What follows belongs to an exercise in optimizing a design on an open flow for small area; a production flow would make more cautious choices. Only simulation tests tie the RTL to the original design; equivalence was not proved. Power figures rest on the tool's default switching activity, not on a simulated workload.

// lab05
module lab05(clk, rst, money_5, money_10, cancel, check, count_down, LED, DIGIT, DISPLAY);
Size: roughly 340 cells after synthesis, ~53 flip-flops, about 2800 um2 of cells after synthesis.
export LEC_CHECK = 0
export CAP_MARGIN = 20
export CORE_MARGIN = 2
export CORE_UTILIZATION = 40
export SLEW_MARGIN = 20
create_clock -name core_clock -period 10.0 [get_ports {clk}]
standard.sh (not shown) runs the stock make flow with config.mk's settings and CLKGATE_MAP_FILE= SYNTH_SCRIPT=/design/flow/synth_recipe.tcl, a recipe that flattens the netlist after the stock synthesis.
==> flow/flow/run.sh <==
#!/bin/bash
# Own layout flow: the standard layout (standard.sh), except that
#  - synthesis maps logic with a stronger ABC script (flow/synth.tcl, flow/abc.script)
#    and leaves adders to ABC instead of extracting half/full adder cells;
#  - port buffers are buf_1 cells.
# The full make output goes to flow.log in the work folder.
set -euo pipefail
W=$(pwd)
bash standard.sh finish \
  "SYNTH_SCRIPT=$W/flow/synth.tcl" \
  "ADDER_MAP_FILE=" \
  "BUFFER_PORTS_ARGS=-buffer_cell sky130_fd_sc_hd__buf_1" > "$W/flow.log" 2>&1
==> flow/flow/abc.script <==
strash
&get -n
&deepsyn -T 30
&dch -f
&nf -R 1000
&put
topo
==> flow/flow/synth.tcl <==
# The standard synthesis script (synth_recipe.tcl), with one change: ABC
# maps the logic with the script abc.script beside this file instead of
# ORFS's. Registers are mapped before ABC runs, so they are the standard ones.
set own_abc_script [file join [file dirname [file normalize [info script]]] abc.script]
proc synth {args} { yosys synth -nofsm -noshare {*}$args }
proc abc {args} {
  set i [lsearch -exact $args -script]
  if { $i >= 0 } { lset args [expr {$i + 1}] $::own_abc_script }
  yosys abc {*}$args
}
source $::env(SCRIPTS_DIR)/synth.tcl
# left out here: clear keep_hierarchy, flatten, clean up, hide names made inside functions, write 1_2_yosys.v
Rerun with:
==> flow/flow/run.sh (replaced) <==
#!/bin/bash
# Own layout flow: the standard layout (standard.sh), except that
#  - synthesis maps logic with stronger ABC scripts, keeping the smallest result
#    (flow/synth.tcl, flow/abc*.script)
#    and leaves adders to ABC instead of extracting half/full adder cells;
#  - port buffers are buf_1 cells;
#  - the constant outputs share one tie cell.
# The full make output goes to flow.log in the work folder.
set -euo pipefail
W=$(pwd)
bash standard.sh finish \
  "SYNTH_SCRIPT=$W/flow/synth.tcl" \
  "ADDER_MAP_FILE=" \
  "SKIP_REPAIR_TIE_FANOUT=1" \
  "BUFFER_PORTS_ARGS=-buffer_cell sky130_fd_sc_hd__buf_1" > "$W/flow.log" 2>&1
==> flow/flow/abc1.script (new file) <==
strash
&get -n
&deepsyn -T 20 -S 1
&dch -f
&nf -R 1000
&put
topo
==> flow/flow/abc2.script (new file) <==
strash
&get -n
&deepsyn -T 20 -S 2
&dch -f
&nf -R 1000
&put
topo
==> flow/flow/abc3.script (new file) <==
strash
&get -n
&deepsyn -T 20 -S 3
&dch -f
&nf -R 1000
&put
topo
==> flow/flow/abc4.script (new file) <==
strash
&get -n
&deepsyn -T 20 -S 4
&dch -f
&nf -R 1000
&put
topo
==> flow/flow/synth.tcl (replaced) <==
# The standard synthesis script (synth_recipe.tcl), with one change: ABC
# maps the logic with each of the scripts abc*.script beside this file, and
# the mapping with the smallest cell area is kept. Registers are mapped
# before ABC runs, so they are the standard ones.
set own_dir [file dirname [file normalize [info script]]]
set own_abc_scripts [lsort [glob -directory $own_dir abc*.script]]
proc synth {args} { yosys synth -nofsm -noshare {*}$args }
proc own_area {} {
  set s [tee -q -s result.string stat -liberty [lindex $::env(LIB_FILES) 0]]
  if { [regexp {Chip area for module '[^']*': ([0-9.]+)} $s -> a] } { return $a }
  return 1e30
}
proc abc {args} {
  set i [lsearch -exact $args -script]
  if { $i < 0 } { yosys abc {*}$args; return }
  yosys design -save own_pre_abc
  set best 1e30
  foreach s $::own_abc_scripts {
    yosys design -load own_pre_abc
    lset args [expr {$i + 1}] $s
    yosys abc {*}$args
    set a [own_area]
    puts "OWN_ABC [file tail $s] area $a"
    if { $a < $best } {
      set best $a
      yosys design -save own_best_abc
    }
  }
  yosys design -load own_best_abc
  puts "OWN_ABC kept area $best"
}
source $::env(SCRIPTS_DIR)/synth.tcl
# left out here: clear keep_hierarchy, flatten, clean up, hide names made inside functions, write 1_2_yosys.v
Settings changed: CAP_MARGIN 20 to 0, CTS_BUF_LIST from default to sky130_fd_sc_hd__clkbuf_4 sky130_fd_sc_hd__clkbuf_8, CTS_CLUSTER_SIZE from default to 40, SLEW_MARGIN 20 to 0.
removed: flow/flow/abc.script
- The new run passed the timing, design-rule and antenna checks
- clock power grows by about 5%
- global-route usage grows by 0.97 points
- worst setup slack gets better by 0.43 ns
- design area shrinks by about 2%
- core utilization shrinks by 0.88 points
- via count grows by 0.50%
- clock skew grows by 0.0047 ns
Rerun with:
Settings changed: CAP_MARGIN 0 to 20, CTS_BUF_LIST sky130_fd_sc_hd__clkbuf_4 sky130_fd_sc_hd__clkbuf_8 to sky130_fd_sc_hd__clkbuf_16, CTS_CLUSTER_DIAMETER from default to 200, CTS_CLUSTER_SIZE 40 to 60, SLEW_MARGIN 0 to 20.
What happened: The new run went through all stages and came out clean; total power went up by a few percent; utilization went up by 0.40 points; global-route usage went down by 0.47 points; routed wire length went down slightly; sequential share of layout area went down by 0.37 points.
Rerun with:
==> flow/flow/abc12.script (new file) <==
strash
&get -n
&deepsyn -T 20 -S 12
&dch -f
&nf -R 1000
&put
topo
==> flow/flow/abc7.script (new file) <==
strash
&get -n
&deepsyn -T 20 -S 7
&dch -f
&nf -R 1000
&put
topo
Settings changed: CTS_BUF_LIST sky130_fd_sc_hd__clkbuf_16 to sky130_fd_sc_hd__clkbuf_4 sky130_fd_sc_hd__clkbuf_8, CTS_CLUSTER_DIAMETER 200 to default, CTS_CLUSTER_SIZE 60 to 40.
=> The changed run ran to the end with no violations; design area fell slightly; non-clock buffer count does not change; die area is unchanged; wire length fell slightly; via count rose slightly.

* * *

Setup of run 1:
Starting RTL as in the previous note.
export LEC_CHECK = 0
export CAP_MARGIN = 20
export CORE_MARGIN = 2
export CORE_UTILIZATION = 40
export CTS_BUF_LIST = sky130_fd_sc_hd__clkbuf_4 sky130_fd_sc_hd__clkbuf_8
export CTS_CLUSTER_SIZE = 40
export SLEW_MARGIN = 20
create_clock -name core_clock -period 10.0 [get_ports {clk}]
==> flow/flow/run.sh <==
#!/bin/bash
# Own layout flow: the standard layout (standard.sh), except that
#  - synthesis maps logic with stronger ABC scripts, keeping the smallest result
#    (flow/synth.tcl, flow/abc*.script)
#    and leaves adders to ABC instead of extracting half/full adder cells;
#  - port buffers are buf_1 cells;
#  - the constant outputs share one tie cell.
# The full make output goes to flow.log in the work folder.
set -euo pipefail
W=$(pwd)
bash standard.sh finish \
  "SYNTH_SCRIPT=$W/flow/synth.tcl" \
  "ADDER_MAP_FILE=" \
  "SKIP_REPAIR_TIE_FANOUT=1" \
  "BUFFER_PORTS_ARGS=-buffer_cell sky130_fd_sc_hd__buf_1" > "$W/flow.log" 2>&1
==> flow/flow/abc1.script <==
strash
&get -n
&deepsyn -T 20 -S 1
&dch -f
&nf -R 1000
&put
topo
==> flow/flow/abc2.script <==
strash
&get -n
&deepsyn -T 20 -S 2
&dch -f
&nf -R 1000
&put
topo
==> flow/flow/abc3.script <==
strash
&get -n
&deepsyn -T 20 -S 3
&dch -f
&nf -R 1000
&put
topo
==> flow/flow/abc4.script <==
strash
&get -n
&deepsyn -T 20 -S 4
&dch -f
&nf -R 1000
&put
topo
==> flow/flow/synth.tcl <==
# The standard synthesis script (synth_recipe.tcl), with one change: ABC
# maps the logic with each of the scripts abc*.script beside this file, and
# the mapping with the smallest cell area is kept. Registers are mapped
# before ABC runs, so they are the standard ones.
set own_dir [file dirname [file normalize [info script]]]
set own_abc_scripts [lsort [glob -directory $own_dir abc*.script]]
proc synth {args} { yosys synth -nofsm -noshare {*}$args }
proc own_area {} {
  set s [tee -q -s result.string stat -liberty [lindex $::env(LIB_FILES) 0]]
  if { [regexp {Chip area for module '[^']*': ([0-9.]+)} $s -> a] } { return $a }
  return 1e30
}
proc abc {args} {
  set i [lsearch -exact $args -script]
  if { $i < 0 } { yosys abc {*}$args; return }
  yosys design -save own_pre_abc
  set best 1e30
  foreach s $::own_abc_scripts {
    yosys design -load own_pre_abc
    lset args [expr {$i + 1}] $s
    yosys abc {*}$args
    set a [own_area]
    puts "OWN_ABC [file tail $s] area $a"
    if { $a < $best } {
      set best $a
      yosys design -save own_best_abc
    }
  }
  yosys design -load own_best_abc
  puts "OWN_ABC kept area $best"
}
source $::env(SCRIPTS_DIR)/synth.tcl
# left out here: clear keep_hierarchy, flatten, clean up, hide names made inside functions, write 1_2_yosys.v
Input changes introduced in run 2 (baseline for comparison: run 1):
diff --git a/flow/flow/run.sh b/flow/flow/run.sh
--- a/flow/flow/run.sh
+++ b/flow/flow/run.sh
@@ -2,4 +2,3 @@
 # Own layout flow: the standard layout (standard.sh), except that
-#  - synthesis maps logic with stronger ABC scripts, keeping the smallest result
-#    (flow/synth.tcl, flow/abc*.script)
+#  - synthesis maps logic with a stronger ABC script (flow/synth.tcl, flow/abc.script)
 #    and leaves adders to ABC instead of extracting half/full adder cells;
==> flow/flow/abc.script (new file) <==
strash
&get -n
&deepsyn -T 30
&dch -f
&nf -R 1000
&put
topo
==> flow/flow/synth.tcl <==
# The standard synthesis script (synth_recipe.tcl), with one change: ABC
# maps the logic with the script abc.script beside this file instead of
# ORFS's. Registers are mapped before ABC runs, so they are the standard ones.
set own_abc_script [file join [file dirname [file normalize [info script]]] abc.script]
proc synth {args} { yosys synth -nofsm -noshare {*}$args }
proc abc {args} {
  set i [lsearch -exact $args -script]
  if { $i >= 0 } { lset args [expr {$i + 1}] $::own_abc_script }
  yosys abc {*}$args
}
source $::env(SCRIPTS_DIR)/synth.tcl
# left out here: clear keep_hierarchy, flatten, clean up, hide names made inside functions, write 1_2_yosys.v
removed: flow/flow/abc1.script
removed: flow/flow/abc2.script
removed: flow/flow/abc3.script
removed: flow/flow/abc4.script
Time the final worst path needs with I/O delays and setup delta (run 2 − run 1): unfavourable
Changes observed in run 2 relative to run 1: number of fill cells in the layout increased by 11 relative to the old numbers; die area comparable; final wirelength shrank by 69 µm; cell area after synthesis shows no meaningful change; final design instance area without fill neither gained nor lost much.
Looking at first element of the critical path, the seven.value[1] result is from run 1; the seven.value[3] one comes from run 2.
Part of the total power dissipated in sequential elements is higher on run 1
Sequential fraction of total cell area: run 1 vs run 2, no meaningful difference
Detailed route wirelength on metal3 (run 2 vs. run 1) decreases by more than a quarter
Run 2 ended up with a lower xor-xnor portion of the synthesized cell area than run 1 did.
Run 1 has higher final-layout non-clock buffer area share than run 2.
diff inputs: run 2 => run 3
Settings: a change of CTS_BUF_LIST from sky130_fd_sc_hd__clkbuf_4 sky130_fd_sc_hd__clkbuf_8 to sky130_fd_sc_hd__clkbuf_8; a change of CTS_CLUSTER_SIZE from 40 to 30; an added CTS_CLUSTER_DIAMETER of 100.
diff --git a/flow/flow/run.sh b/flow/flow/run.sh
--- a/flow/flow/run.sh
+++ b/flow/flow/run.sh
@@ -2,3 +2,4 @@
 # Own layout flow: the standard layout (standard.sh), except that
-#  - synthesis maps logic with a stronger ABC script (flow/synth.tcl, flow/abc.script)
+#  - synthesis maps logic with stronger ABC scripts, keeping the smallest result
+#    (flow/synth.tcl, flow/abc*.script)
 #    and leaves adders to ABC instead of extracting half/full adder cells;
==> flow/flow/abc1.script (new file) <==
strash
&get -n
&deepsyn -T 20 -S 1
&dch -f
&nf -R 1000
&put
topo
==> flow/flow/abc2.script (new file) <==
strash
&get -n
&deepsyn -T 20 -S 2
&dch -f
&nf -R 1000
&put
topo
==> flow/flow/abc3.script (new file) <==
strash
&get -n
&deepsyn -T 20 -S 3
&dch -f
&nf -R 1000
&put
topo
==> flow/flow/abc4.script (new file) <==
strash
&get -n
&deepsyn -T 20 -S 4
&dch -f
&nf -R 1000
&put
topo
==> flow/flow/synth.tcl <==
# The standard synthesis script (synth_recipe.tcl), with one change: ABC
# maps the logic with each of the scripts abc*.script beside this file, and
# the mapping with the smallest cell area is kept. Registers are mapped
# before ABC runs, so they are the standard ones.
set own_dir [file dirname [file normalize [info script]]]
set own_abc_scripts [lsort [glob -directory $own_dir abc*.script]]
proc synth {args} { yosys synth -nofsm -noshare {*}$args }
proc own_area {} {
  set s [tee -q -s result.string stat -liberty [lindex $::env(LIB_FILES) 0]]
  if { [regexp {Chip area for module '[^']*': ([0-9.]+)} $s -> a] } { return $a }
  return 1e30
}
proc abc {args} {
  set i [lsearch -exact $args -script]
  if { $i < 0 } { yosys abc {*}$args; return }
  yosys design -save own_pre_abc
  set best 1e30
  foreach s $::own_abc_scripts {
    yosys design -load own_pre_abc
    lset args [expr {$i + 1}] $s
    yosys abc {*}$args
    set a [own_area]
    puts "OWN_ABC [file tail $s] area $a"
    if { $a < $best } {
      set best $a
      yosys design -save own_best_abc
    }
  }
  yosys design -load own_best_abc
  puts "OWN_ABC kept area $best"
}
source $::env(SCRIPTS_DIR)/synth.tcl
# left out here: clear keep_hierarchy, flatten, clean up, hide names made inside functions, write 1_2_yosys.v
removed: flow/flow/abc.script
[summary]
Run 2 → run 3: global-route usage closely matched the old numbers, critical path depth in cells down 3.
Run 2 → run 3: die area neither gained nor lost much, fmax picked up an extra 19 MHz, part of the total power dissipated in the clock network lost 0.8 points, final wirelength picked up an extra 69 µm, count of buffers added by post-CTS timing repair for setup neither gained nor lost much.
Run 3 against run 2: sequential fraction of total cell area stayed essentially flat, combinational cell fraction of total power shows no meaningful change, cell area essentially unchanged.
What run 4 does differently from run 3 at the input level:
Settings: CTS_CLUSTER_SIZE: 30 -> unset; CTS_BUF_LIST: sky130_fd_sc_hd__clkbuf_8 -> unset; CTS_CLUSTER_DIAMETER: 100 -> unset.
diff --git a/flow/flow/run.sh b/flow/flow/run.sh
--- a/flow/flow/run.sh
+++ b/flow/flow/run.sh
@@ -2,4 +2,3 @@
 # Own layout flow: the standard layout (standard.sh), except that
-#  - synthesis maps logic with stronger ABC scripts, keeping the smallest result
-#    (flow/synth.tcl, flow/abc*.script)
+#  - synthesis maps logic with a stronger ABC script (flow/synth.tcl, flow/abc.script)
 #    and leaves adders to ABC instead of extracting half/full adder cells;
==> flow/flow/abc.script (new file) <==
strash
&get -n
&deepsyn -T 30
&dch -f
&nf -R 1000
&put
topo
==> flow/flow/synth.tcl <==
# The standard synthesis script (synth_recipe.tcl), with one change: ABC
# maps the logic with the script abc.script beside this file instead of
# ORFS's. Registers are mapped before ABC runs, so they are the standard ones.
set own_abc_script [file join [file dirname [file normalize [info script]]] abc.script]
proc synth {args} { yosys synth -nofsm -noshare {*}$args }
proc abc {args} {
  set i [lsearch -exact $args -script]
  if { $i >= 0 } { lset args [expr {$i + 1}] $::own_abc_script }
  yosys abc {*}$args
}
source $::env(SCRIPTS_DIR)/synth.tcl
# left out here: clear keep_hierarchy, flatten, clean up, hide names made inside functions, write 1_2_yosys.v
removed: flow/flow/abc1.script
removed: flow/flow/abc2.script
removed: flow/flow/abc3.script
removed: flow/flow/abc4.script
--- outcome ---
Of the two values seen for capture point of the worst path, DISPLAY[3] was produced by run 4 and DISPLAY[0] by run 3.
Run 3 and run 4 ended up with nearly the same total net switching power.
Run 4 vs run 3 on area overhead of the layout relative to synthesis: run 4 is the higher one.
Looking at worst slack at placement across run 3 and run 4, the one that comes out higher is run 4.
Diff run 3 -> run 4: die area higher, wire length higher.

-- separate check: timing with driven ports --
Ports are ideal in the flow. The routed layouts listed here were re-timed in OpenROAD.
Step 1 sets driving cells, clkbuf_16 on the clock port and buf_2 on the other inputs (assumed; they add their load-dependent delay and slew).
Step 2 times the ports against the registers' clock, not the clock port: input delays grow and output delays shrink by t, the midpoint of the rising clock arrivals with the driver on.
Three values: ideal, step 1, step 2; two values: the first two.
run | t, ns | setup slack, ns | latest minus earliest clock arrival (ns)
the first run of note 1 | 0.336 | 5.970 / 5.942 / 6.278 | 0.008 / 0.008
the second run of note 1 | 0.332 | 6.399 / 6.371 / 6.462 | 0.012 / 0.013
the third run of note 1 | 0.319 | 6.418 / 6.387 / 6.546 | 0.009 / 0.010
the fourth run of note 1 | 0.327 | 6.397 / 6.367 / 6.517 | 0.012 / 0.013
run 1 | 0.327 | 6.397 / 6.367 / 6.517 | 0.012 / 0.013
run 2 | 0.341 | 6.131 / 6.099 / 6.440 | 0.009 / 0.010
run 3 | 0.327 | 6.399 / 6.369 / 6.517 | 0.013 / 0.013
run 4 | 0.331 | 6.335 / 6.307 / 6.637 | 0.013 / 0.013
After both steps setup and hold are still met in every run listed.
